From an optimization exercise on the open Yosys and OpenROAD flow, aimed at small area, a short achievable clock period and few clock cycles per item; shortcuts taken in it are not production practice.
Function was checked by simulation only, so behaviour that the tests miss may differ from the original.

## logarithm
module logarithm #(
	parameter n = 16,
	parameter m = 24,
	parameter k = 5 ,
	parameter p = 24
) (
	input        clk  ,  
	input        reset,  
	input        start,
	input  [0:n] x    ,
	output [1:p] y    ,
	output       done
);
For scale: roughly 1400 cells after synthesis.
Settings: LEC_CHECK=0, CAP_MARGIN=20, CORE_MARGIN=2, CORE_UTILIZATION=65, PLACE_DENSITY=0.75, SLEW_MARGIN=20; clock period 9.0 ns.
run.sh (not shown) runs the stock make flow with config.mk's settings and CLKGATE_MAP_FILE= SYNTH_SCRIPT=/design/flow/synth_recipe.tcl, a recipe that flattens the netlist after the stock synthesis.
The first run finished clean.
Testbench counts at the start, summed over its fixed seeds: cycles 41,600, items 1,600.
Then changed:
- CORE_UTILIZATION: 65 -> 40
- PLACE_DENSITY: 0.75 -> default
=>
- utilization came out lower by 26 points
- worst setup slack improved by 18 ps
- fmax hardly moves
- non-clock buffer count came out higher by 5
- cell area came out higher slightly

logarithm, a different RTL version from the one above (not shown whole).
Size in the first run: about 10,000 um2 of cells after synthesis.
export LEC_CHECK = 0
export CAP_MARGIN = 20
export CORE_MARGIN = 2
export CORE_UTILIZATION = 40
export SETUP_SLACK_MARGIN = 3.8
export SLEW_MARGIN = 60
export SYNTH_HIERARCHICAL = 1
export SYNTH_MINIMUM_KEEP_SIZE = 0
create_clock -name core_clock -period 9.0 [get_ports {clk}]
standard.sh (not shown) runs the stock make flow with config.mk's settings and CLKGATE_MAP_FILE= SYNTH_SCRIPT=/design/flow/synth_recipe.tcl, a recipe that flattens the netlist after the stock synthesis.
==> flow/flow/run.sh <==
#!/bin/bash
# Standard layout, with the smallest buffer on the ports instead of the
# delay buffer that buffer_ports picks by default.
set -e
export BUFFER_PORTS_ARGS="-buffer_cell sky130_fd_sc_hd__buf_1"
bash standard.sh finish > standard_flow.log 2>&1
The first run finished with timing, DRC and antenna clean.
Testbench counts at the start, summed over its fixed seeds: cycles 41,600, items 1,600.
Then changed:
- SETUP_SLACK_MARGIN: 3.8 -> 4.0
=> Sequential share of layout area goes down by 0.23 points; core utilization goes up by 2.0 points; design area goes up by a few percent; wire length goes up by a little under a tenth; count of clock-buffer cells in the layout stays the same; setup slack improved by 0.18 ns; critical path depth stays the same; global-route usage stays flat.

Another version of the RTL of logarithm (not shown whole).
For scale: ~10,000 sq um of cells after synthesis.
==> flow/config.mk <==
export PLATFORM = sky130hd
export DESIGN_NAME = logarithm
export DESIGN_NICKNAME = logarithm
export VERILOG_FILES = /design/flow/design.v
export SDC_FILE = /design/flow/constraint.sdc
export NUM_CORES = 4
export LEC_CHECK = 0
export CAP_MARGIN = 20
export CORE_MARGIN = 2
export CORE_UTILIZATION = 40
export SETUP_SLACK_MARGIN = 3
export SLEW_MARGIN = 60
export SYNTH_HIERARCHICAL = 1
export SYNTH_MINIMUM_KEEP_SIZE = 0
==> flow/constraint.sdc <==
create_clock -name core_clock -period 9.0 [get_ports {clk}]
set_input_delay 1.8000 -clock core_clock [delete_from_list [all_inputs] [get_ports {clk}]]
set_output_delay 1.8000 -clock core_clock [all_outputs]
set_load 0.01 [all_outputs]
run.sh (not shown) runs the stock make flow with config.mk's settings and CLKGATE_MAP_FILE= SYNTH_SCRIPT=/design/flow/synth_recipe.tcl, a recipe that flattens the netlist after the stock synthesis.
Stock flow here: none of the scripts above is used.
Testbench counts at the start, summed over its fixed seeds: cycles 41,600, items 1,600.
Edit:
CORE_UTILIZATION = 60   (was 40)
PLACE_DENSITY = 0.7   (was not set)
The new run completed with no timing, DRC or antenna violations.
Critical path depth does not change.
Worst hold slack gets worse by 12 ps.
Clock skew stays flat.
Synthesized area is unchanged.
Design area came out lower by about 1.3%.
Non-clock buffer count came out lower by 4.
Core utilization came out higher by 22 points.
Edit:
CORE_UTILIZATION = 40   (was 60)
PLACE_DENSITY = not set   (was 0.7)
SETUP_SLACK_MARGIN = 3.5   (was 3)
=> The changed run finished with timing, DRC and antenna clean; cell area rose by a few percent; wire length rose by roughly a tenth; setup slack improved by 320 ps; synthesized cell count does not change.

Another version of the RTL of logarithm (not shown whole).
Size: ~1,300 cells after synthesis, roughly 46 flip-flops, about 45 I/O pins, roughly 11,000 µm² of cells after synthesis.
Settings: LEC_CHECK=0, CAP_MARGIN=20, CORE_MARGIN=2, CORE_UTILIZATION=40, CTS_BUF_LIST=sky130_fd_sc_hd__clkbuf_8 sky130_fd_sc_hd__clkbuf_16, SETUP_SLACK_MARGIN=4.0, SLEW_MARGIN=60, SYNTH_HIERARCHICAL=1, SYNTH_MINIMUM_KEEP_SIZE=0; clock period 9.0 ns.
standard.sh (not shown) runs the stock make flow with config.mk's settings and CLKGATE_MAP_FILE= SYNTH_SCRIPT=/design/flow/synth_recipe.tcl, a recipe that flattens the netlist after the stock synthesis.
Scripts as last shown in full above: flow/flow/run.sh
The baseline completed with no timing, DRC or antenna violations.
Testbench counts at the start, summed over its fixed seeds: cycles 36,800, items 1,600.
Edit:
CTS_BUF_LIST = unset   (was sky130_fd_sc_hd__clkbuf_8 sky130_fd_sc_hd__clkbuf_16)
SETUP_SLACK_MARGIN = 4.2   (was 4.0)
Outcome: Die area does not change. Final area goes up by roughly a tenth. Clock skew is about the same. Fmax goes up slightly. Worst hold slack degrades by 0.017 ns. Wire length goes up by about a fifth. Clock-buffer cell count stays the same. Synthesized area is unchanged. Utilization goes up by 4.5 points. Non-clock buffer count goes up by 65.
Edit:
CTS_BUF_LIST = sky130_fd_sc_hd__clkbuf_4 sky130_fd_sc_hd__clkbuf_8   (was unset)
SETUP_SLACK_MARGIN = 4.0   (was 4.2)
SLEW_MARGIN = 80   (was 60)
The changed run produced a clean layout.
Register-to-register slack degrades by 0.11 ns.
Final cell count went down by about 2%.
Global-route usage went up by 0.11 points.
Edit:
SLEW_MARGIN = 60   (was 80)
The new run produced a clean layout.
Setup slack gets better by 0.092 ns.
Global-route usage fell by 0.18 points.
First-iteration DRC count goes up by 2.1%.
Synthesized area stays the same.

[re-timing with driven ports]
The flow's constraints put no driver on any port. The routed layouts listed below were extracted and timed again, unchanged, in two steps. Step 1 (the two cells are an assumption about what drives the block):
set clk [get_ports {clk}]
set_driving_cell -lib_cell sky130_fd_sc_hd__clkbuf_16 $clk
set_driving_cell -lib_cell sky130_fd_sc_hd__buf_2 [delete_from_list [all_inputs] $clk]
Step 2 moves the port delays by t, midway between the first and last clock arrival at a register: inputs arrive t later, outputs are due t later. That takes back most of the time a late clock gives input paths. a / b / c = ideal ports / drivers / drivers and shift; a / b = the first two.
run	shift t [ns]	slack for setup (ns)	hold WS [ns]	worst register clock-pin slew, ns	cell pins on the clock port's net
the first run of note 1	0.322	2.122 / 2.122 / 2.122	0.515 / 0.515 / 0.515	0.07 / 0.07	1
the second run of note 1	0.329	2.139 / 2.139 / 2.139	0.536 / 0.536 / 0.536	0.07 / 0.07	1
the first run of note 2	0.324	3.990 / 3.990 / 3.990	0.537 / 0.537 / 0.537	0.07 / 0.07	1
the second run of note 2	0.326	4.173 / 4.173 / 4.173	0.537 / 0.537 / 0.537	0.07 / 0.07	1
the first run of note 3	0.317	3.340 / 3.340 / 3.340	0.542 / 0.542 / 0.542	0.07 / 0.07	1
the second run of note 3	0.321	3.368 / 3.368 / 3.368	0.531 / 0.531 / 0.531	0.07 / 0.07	1
the third run of note 3	0.317	3.686 / 3.686 / 3.686	0.542 / 0.542 / 0.542	0.07 / 0.07	1
the first run of note 4	0.343	4.236 / 4.236 / 4.236	0.528 / 0.528 / 0.528	0.07 / 0.07	1
the second run of note 4	0.339	4.255 / 4.255 / 4.255	0.511 / 0.511 / 0.511	0.07 / 0.07	1
the third run of note 4	0.357	4.149 / 4.149 / 4.149	0.521 / 0.521 / 0.521	0.10 / 0.10	1
the fourth run of note 4	0.345	4.242 / 4.242 / 4.242	0.546 / 0.546 / 0.546	0.11 / 0.11	1
After both steps setup and hold are still met in every run listed.
